What follows belongs to an exercise in optimizing a design on an open flow for small area, a short achievable clock period and few clock cycles per item; a production flow would make more cautious choices. The RTL was checked by simulation tests, not by an equivalence proof against the original design.

Design sha_1_core, start of the top module:
module sha_1_core(
    clk,
    rstn,
    din,
    din_vld,
    use_pre_cv,
    sha_1_end,
    busy,
    dout,
    dout_vld
);
input wire clk;
input wire rstn;
input wire [31:0] din;
input wire din_vld;
input wire use_pre_cv;
input wire sha_1_end;
output reg busy;
output wire [159:0] dout;
output reg dout_vld;
localparam [31:0] H0_INIT = 32'h67452301,
                  H1_INIT = 32'hEFCDAB89,
                  H2_INIT = 32'h98BADCFE,
                  H3_INIT = 32'h10325476,
                  H4_INIT = 32'hC3D2E1F0;
reg [6:0] cnt;       
reg hvld;            
reg ivm;             
reg st1;             
reg [3:0] ph;        
wire fch  = ph[0];   
wire fmaj = ph[2];   
reg [4:0] fk;        
wire rot  = |fk;     
reg sr, sa;          
wire last = fk[4];   
reg idle;            
wire start = din_vld & idle;
always @(posedge clk or negedge rstn) begin
    if (!rstn) begin
        cnt      <= 7'd0;
        busy     <= 1'b0;
        idle     <= 1'b1;
        dout_vld <= 1'b0;
        hvld     <= 1'b0;
        st1      <= 1'b0;
        ph       <= 4'b0001;
        fk       <= 5'd0;
        sr       <= 1'b0;
        sa       <= 1'b0;
    end
    else begin
        dout_vld <= last;
  ...
export LEC_CHECK = 0
export CAP_MARGIN = 20
export CORE_MARGIN = 2
export CORE_UTILIZATION = 40
export CTS_BUF_LIST = sky130_fd_sc_hd__clkbuf_8
export CTS_CLUSTER_DIAMETER = 50
export CTS_CLUSTER_SIZE = 20
export PLACE_DENSITY = 0.6
export SETUP_SLACK_MARGIN = 3.8
export SLEW_MARGIN = 20
create_clock -name core_clock -period 7.0 [get_ports {clk}]
standard.sh (not shown) runs the stock make flow with config.mk's settings and CLKGATE_MAP_FILE= SYNTH_SCRIPT=/design/flow/synth_recipe.tcl, a recipe that flattens the netlist after the stock synthesis.
==> flow/flow/run.sh <==
#!/bin/bash
# The standard layout (the standard.sh, synthesis unchanged), with the
# port buffers made from the smallest plain buffer instead of a delay cell.
set -euo pipefail
bash standard.sh "BUFFER_PORTS_ARGS=-buffer_cell sky130_fd_sc_hd__buf_1" finish > standard.log 2>&1
The baseline ran to the end with no violations.
Testbench counts at the start, summed over its fixed seeds: cycles 15,936, blocks 192.
Next try:
--- a/flow/config.mk
+++ b/flow/config.mk
@@ -10,7 +10,7 @@
 export CORE_UTILIZATION = 40
-export CTS_BUF_LIST = sky130_fd_sc_hd__clkbuf_8
-export CTS_CLUSTER_DIAMETER = 50
-export CTS_CLUSTER_SIZE = 20
+export CTS_BUF_LIST = sky130_fd_sc_hd__clkbuf_8 sky130_fd_sc_hd__clkbuf_16
+export CTS_CLUSTER_DIAMETER = 70
+export CTS_CLUSTER_SIZE = 26
 export PLACE_DENSITY = 0.6
-export SETUP_SLACK_MARGIN = 3.8
+export SETUP_SLACK_MARGIN = 3.5
 export SLEW_MARGIN = 20
Outcome: The changed run finished with timing, DRC and antenna clean. Synthesized area stays the same. Worst setup slack degrades by 0.20 ns. Core utilization went down by 0.61 points. Global-route usage barely changes. Critical path depth falls by 1. Cell area fell by 1.3%. Non-clock buffer count falls by 10. Hold slack improved by 0.0044 ns. Maximum frequency drops by 5.8%. Via count drops by 0.60%.
Next try:
--- a/flow/config.mk
+++ b/flow/config.mk
@@ -7,3 +7,3 @@
 export LEC_CHECK = 0
-export CAP_MARGIN = 20
+export CAP_MARGIN = 5
 export CORE_MARGIN = 2
@@ -14,3 +14,3 @@
 export PLACE_DENSITY = 0.6
-export SETUP_SLACK_MARGIN = 3.5
-export SLEW_MARGIN = 20
+export SETUP_SLACK_MARGIN = 3.8
+export SLEW_MARGIN = 5
Sequential share of layout area goes down by 0.64 points.
Worst hold slack is about the same.
Synthesized area does not change.
Via count barely changes.
Worst setup slack improved by 0.22 ns.
Global-route usage shrinks by 0.11 points.
Next try:
--- a/flow/config.mk
+++ b/flow/config.mk
@@ -7,3 +7,3 @@
 export LEC_CHECK = 0
-export CAP_MARGIN = 5
+export CAP_MARGIN = 20
 export CORE_MARGIN = 2
@@ -15,2 +15,2 @@
 export SETUP_SLACK_MARGIN = 3.8
-export SLEW_MARGIN = 5
+export SLEW_MARGIN = 20
Non-clock buffer count stays the same.
Hold slack is unchanged.
Utilization stays the same.
Setup slack is unchanged.
Synthesized area does not change.
Final area stays the same.
Global-route usage stays the same.
Die area does not change.

* * *

== job 6220 ==
The RTL this note starts from:
==> flow/design.v <==
module sha_1_core(
    clk,
    rstn,
    din,
    din_vld,
    use_pre_cv,
    sha_1_end,
    busy,
    dout,
    dout_vld
);
input wire clk;
input wire rstn;
input wire [31:0] din;
input wire din_vld;
input wire use_pre_cv;
input wire sha_1_end;
output reg busy;
output wire [159:0] dout;
output reg dout_vld;
localparam [31:0] H0_INIT = 32'h67452301,
                  H1_INIT = 32'hEFCDAB89,
                  H2_INIT = 32'h98BADCFE,
                  H3_INIT = 32'h10325476,
                  H4_INIT = 32'hC3D2E1F0;
reg [6:0] cnt;       
reg hvld;            
reg ivm;             
reg st1;             
reg [3:0] ph;        
wire fch  = ph[0];   
wire fmaj = ph[2];   
reg q77;             
reg [4:0] fk;        
wire rot  = |fk;     
reg sr, sa;          
wire last = fk[4];   
reg idle;            
wire start = din_vld & idle;
always @(posedge clk or negedge rstn) begin
    if (!rstn) begin
        cnt      <= 7'd0;
        busy     <= 1'b0;
        idle     <= 1'b1;
        dout_vld <= 1'b0;
        hvld     <= 1'b0;
        st1      <= 1'b0;
        ph       <= 4'b0001;
        q77      <= 1'b0;
        fk       <= 5'd0;
        sr       <= 1'b0;
        sa       <= 1'b0;
    end
    else begin
        dout_vld <= last;
        st1      <= start;
        q77      <= (cnt == 7'd76);
        fk       <= {fk[3:0], q77};
        sr       <= q77 | fk[0] | fk[1];
        sa       <= fk[2] | fk[3];
        if (start) begin
            ph   <= 4'b0001;
        end
        else if (cnt == 7'd20 || cnt == 7'd40 || cnt == 7'd60) begin
            ph   <= {ph[2:0], 1'b0};
        end
        if (start) begin
            cnt  <= 7'd1;
            busy <= 1'b1;
            idle <= 1'b0;
        end
        else if (last) begin
            cnt  <= 7'd0;
            busy <= 1'b0;
            idle <= 1'b1;
            hvld <= 1'b1;
        end
        else if (!idle) begin
            cnt  <= cnt + 7'd1;
        end
    end
end
reg [31:0] w [0:15];
wire [31:0] w_xor = w[13] ^ w[8] ^ w[2] ^ w[0];
always @(posedge clk) begin
    w[15] <= din_vld ? din : {w_xor[30:0], w_xor[31]};
end
genvar i;
generate
    for (i = 0; i < 15; i = i + 1) begin: gen_w
        always @(posedge clk) w[i] <= w[i+1];
    end
endgenerate
reg [31:0] h0, h1, h2, h3, h4;
wire use_h = use_pre_cv & hvld;
wire [31:0] s1_ = use_h ? h1 : H1_INIT;
wire [31:0] s2_ = use_h ? h2 : H2_INIT;
wire [31:0] s3_ = use_h ? h3 : H3_INIT;
wire [31:0] s4_ = use_h ? h4 : H4_INIT;
wire [31:0] s0_ = ivm ? H0_INIT : h0;
always @(posedge clk) begin
    if (start)
        ivm <= ~use_h;
end
reg [31:0] a, b, c, d;
reg [31:0] pu, pv;
wire [31:0] cb = {b[1:0], b[31:2]};            
wire [31:0] f_ch  = (a & cb) | (~a & c);
wire [31:0] f_par = a ^ cb ^ c;
wire [31:0] f_maj = (a & cb) | (a & c) | (cb & c);
wire [31:0] f = fch ? f_ch : (fmaj ? f_maj : f_par);
wire [31:0] k = ({32{ph[0]}} & 32'h5A827999) | ({32{ph[1]}} & 32'h6ED9EBA1) |
                ({32{ph[2]}} & 32'h8F1BBCDC) | ({32{ph[3]}} & 32'hCA62C1D6);
wire [31:0] s1 = d ^ w[15] ^ k;
wire [31:0] c1 = (d & w[15]) | (d & k) | (w[15] & k);
wire [31:0] c1s = {c1[30:0], 1'b0};
wire [31:0] s2 = f ^ s1 ^ c1s;
wire [31:0] c2 = (f & s1) | (f & c1s) | (s1 & c1s);
wire [31:0] c2s = {c2[30:0], 1'b0};
always @(posedge clk) begin
    pu <= s2 ^ c2s;
    pv <= s2 & c2s;
end
wire [31:0] ra = {a[26:0], a[31:27]};
wire [31:0] s3 = ra ^ pu;
wire [31:0] c3 = pv | (ra & pu);
wire [31:0] a_next = s3 + {c3[30:0], 1'b0};
always @(posedge clk) begin
    if (start) begin
        a <= s1_;
        b <= {s2_[29:0], s2_[31:30]};
        c <= s3_;
        d <= s4_;
    end
    else begin
        if (st1)
            a <= s0_;
        else
            a <= a_next;
        b <= a;
        c <= cb;
        d <= c;
    end
end
wire [31:0] ff_x = ({32{sa}} & a) | ({32{sr}} & {a[1:0], a[31:2]});
reg [4:0] gv;        
reg mh;              
reg hr;              
wire rot_nx = q77 | fk[0] | fk[1] | fk[2] | fk[3];
always @(posedge clk) begin
    gv <= {gv[3:0], (cnt == 7'd76) & ivm};
    mh <= rot_nx & sha_1_end;
end
always @(posedge clk or negedge rstn) begin
    if (!rstn)
        hr <= 1'b1;
    else
        hr <= ~rot_nx;
end
wire ld_iv = |gv;
wire [31:0] ivk = ({32{gv[0]}} & H4_INIT) | ({32{gv[1]}} & H3_INIT) |
                  ({32{gv[2]}} & H2_INIT) | ({32{gv[3]}} & H1_INIT) |
                  ({32{gv[4]}} & H0_INIT);
wire [31:0] ff_h = ({32{mh}} & h4) | ({32{hr}} & h0);
wire [31:0] ff_sum = ff_h + ff_x;
always @(posedge clk) begin
    h0 <= ff_sum;
    if (rot) begin
        h1 <= h0;
        h2 <= h1;
        h3 <= h2;
    end
    if (ld_iv)
        h4 <= ivk;
    else if (rot)
        h4 <= h3;
end
assign dout = {h0, h1, h2, h3, h4};
endmodule
==> flow/config.mk <==
export PLATFORM = sky130hd
export DESIGN_NAME = sha_1_core
export DESIGN_NICKNAME = sha_1_core
export VERILOG_FILES = /design/flow/design.v
export SDC_FILE = /design/flow/constraint.sdc
export NUM_CORES = 4
export LEC_CHECK = 0
export CAP_MARGIN = 20
export CORE_MARGIN = 2
export CORE_UTILIZATION = 40
export CTS_BUF_LIST = sky130_fd_sc_hd__clkbuf_4 sky130_fd_sc_hd__clkbuf_8
export CTS_CLUSTER_DIAMETER = 40
export CTS_CLUSTER_SIZE = 16
export PLACE_DENSITY = 0.6
export SETUP_SLACK_MARGIN = 3.95
export SLEW_MARGIN = 20
==> flow/constraint.sdc <==
create_clock -name core_clock -period 7.0 [get_ports {clk}]
set_input_delay 1.4000 -clock core_clock [delete_from_list [all_inputs] [get_ports {clk}]]
set_output_delay 1.4000 -clock core_clock [all_outputs]
set_load 0.01 [all_outputs]
Scripts as last shown in full above: flow/flow/run.sh
Having completed the whole flow, job 6220 delivered a layout that passed the timing, design-rule and antenna checks.
Testbench counts of job 6220, summed over its fixed seeds: cycles 15,936, blocks 192.
#### Input delta (job 8274 over job 6220)
# job 6220
export LEC_CHECK = 0
export CAP_MARGIN = 20
export CORE_MARGIN = 2
export CORE_UTILIZATION = 40
export CTS_BUF_LIST = sky130_fd_sc_hd__clkbuf_4 sky130_fd_sc_hd__clkbuf_8
export CTS_CLUSTER_DIAMETER = 40
export CTS_CLUSTER_SIZE = 16
export PLACE_DENSITY = 0.6
export SETUP_SLACK_MARGIN = 3.95
export SLEW_MARGIN = 20
create_clock -name core_clock -period 7.0 [get_ports {clk}]
# job 8274
export LEC_CHECK = 0
export CAP_MARGIN = 20
export CORE_MARGIN = 2
export CORE_UTILIZATION = 40
export CTS_BUF_LIST = sky130_fd_sc_hd__clkbuf_8 sky130_fd_sc_hd__clkbuf_16
export CTS_CLUSTER_DIAMETER = 70
export CTS_CLUSTER_SIZE = 26
export PLACE_DENSITY = 0.6
export SETUP_SLACK_MARGIN = 4.1
export SLEW_MARGIN = 20
create_clock -name core_clock -period 7.0 [get_ports {clk}]
[summary]
- [compare] base=job 6220 new=job 8274: area of the multi-input gates now sits higher; routed wire length has increased; cell total after placement essentially unchanged.
What job 5867 does differently from job 8274 at the input level:
# job 8274
export LEC_CHECK = 0
export CAP_MARGIN = 20
export CORE_MARGIN = 2
export CORE_UTILIZATION = 40
export CTS_BUF_LIST = sky130_fd_sc_hd__clkbuf_8 sky130_fd_sc_hd__clkbuf_16
export CTS_CLUSTER_DIAMETER = 70
export CTS_CLUSTER_SIZE = 26
export PLACE_DENSITY = 0.6
export SETUP_SLACK_MARGIN = 4.1
export SLEW_MARGIN = 20
create_clock -name core_clock -period 7.0 [get_ports {clk}]
# job 5867
export LEC_CHECK = 0
export CAP_MARGIN = 20
export CORE_MARGIN = 2
export CORE_UTILIZATION = 40
export CTS_BUF_LIST = sky130_fd_sc_hd__clkbuf_8 sky130_fd_sc_hd__clkbuf_16
export CTS_CLUSTER_DIAMETER = 70
export CTS_CLUSTER_SIZE = 26
export PLACE_DENSITY = 0.5
export SETUP_SLACK_MARGIN = 3.95
export SLEW_MARGIN = 20
create_clock -name core_clock -period 7.0 [get_ports {clk}]
### Flow results
The violation count after the first detailed-routing iteration of job 5867 is lower than that of job 8274.
Of job 8274 and job 5867, job 5867 shows the higher count of clock-buffer cells in the layout, with job 8274 below it.
> inputs changed (job 5867 -> job 9508)
# job 5867
export LEC_CHECK = 0
export CAP_MARGIN = 20
export CORE_MARGIN = 2
export CORE_UTILIZATION = 40
export CTS_BUF_LIST = sky130_fd_sc_hd__clkbuf_8 sky130_fd_sc_hd__clkbuf_16
export CTS_CLUSTER_DIAMETER = 70
export CTS_CLUSTER_SIZE = 26
export PLACE_DENSITY = 0.5
export SETUP_SLACK_MARGIN = 3.95
export SLEW_MARGIN = 20
create_clock -name core_clock -period 7.0 [get_ports {clk}]
# job 9508
export LEC_CHECK = 0
export CAP_MARGIN = 20
export CORE_MARGIN = 2
export CORE_UTILIZATION = 40
export CTS_BUF_LIST = sky130_fd_sc_hd__clkbuf_8 sky130_fd_sc_hd__clkbuf_16
export CTS_CLUSTER_DIAMETER = 70
export CTS_CLUSTER_SIZE = 26
export PLACE_DENSITY = 0.6
export SETUP_SLACK_MARGIN = 3.8
export SLEW_MARGIN = 20
create_clock -name core_clock -period 7.0 [get_ports {clk}]
Notes after the runs:
- Number of cells traversed by the worst register-to-register path in job 9508 is 2 below job 5867.
- Compare job 9508 and job 5867 | worst slack at placement higher: job 9508
- Summary of job 9508 over job 5867: post-route cell area decreased by 1400 um2 relative to the old numbers, sequential share of layout area increased by 2.1 points relative to the old numbers.
- Cmp job 9508 vs job 5867: portion of the layout cell area used by non-clock buffers lower in job 9508
- Comparing job 9508 and job 5867, the lower final cell utilization of the core is on job 9508.
- Ratio of final minimum period to clock period: job 9508 higher than job 5867
- On count of clock-buffer cells in the layout, the lower figure sits with job 9508, not job 5867.

## static timing again, ports no longer ideal
Ports are ideal in the flow. The routed layouts listed here were re-timed in OpenROAD. Step 1 (the two cells are an assumption about what drives the block):
set clk [get_ports {clk}]
set_driving_cell -lib_cell sky130_fd_sc_hd__clkbuf_16 $clk
set_driving_cell -lib_cell sky130_fd_sc_hd__buf_2 [delete_from_list [all_inputs] $clk]
Step 2, shift: input delay + t, output delay - t, t = (earliest + latest rising clock arrival at the registers) / 2. This alone moves slack from input paths to output paths. Slacks: no drivers / after step 1 / after step 2; pairs: no drivers / after step 1.
run | t, ns | setup slack, ns | hold WS [ns] | worst register clock-pin slew, ns | pins driven straight from the clock port
the first run of note 1 | 0.728 | 3.806 / 3.806 / 3.260 | 0.319 / 0.319 / 0.319 | 0.12 / 0.12 | 1
the second run of note 1 | 0.676 | 3.607 / 3.607 / 3.395 | 0.324 / 0.324 / 0.324 | 0.10 / 0.10 | 1
the third run of note 1 | 0.669 | 3.823 / 3.823 / 3.344 | 0.323 / 0.323 / 0.323 | 0.10 / 0.10 | 1
the fourth run of note 1 | 0.669 | 3.823 / 3.823 / 3.344 | 0.323 / 0.323 / 0.323 | 0.10 / 0.10 | 1
job 6220 | 0.758 | 3.908 / 3.908 / 3.286 | 0.316 / 0.316 / 0.316 | 0.09 / 0.09 | 1
job 8274 | 0.678 | 3.859 / 3.859 / 3.554 | 0.321 / 0.321 / 0.321 | 0.11 / 0.11 | 1
job 5867 | 0.684 | 3.880 / 3.880 / 3.382 | 0.311 / 0.311 / 0.311 | 0.11 / 0.11 | 1
job 9508 | 0.671 | 3.778 / 3.778 / 3.316 | 0.329 / 0.329 / 0.329 | 0.11 / 0.11 | 1
After both steps every run listed still meets setup and hold. For job 6220, which loses most, drivers alone change the setup slack by 0.000 ns; drivers and shift together by -0.622 ns.
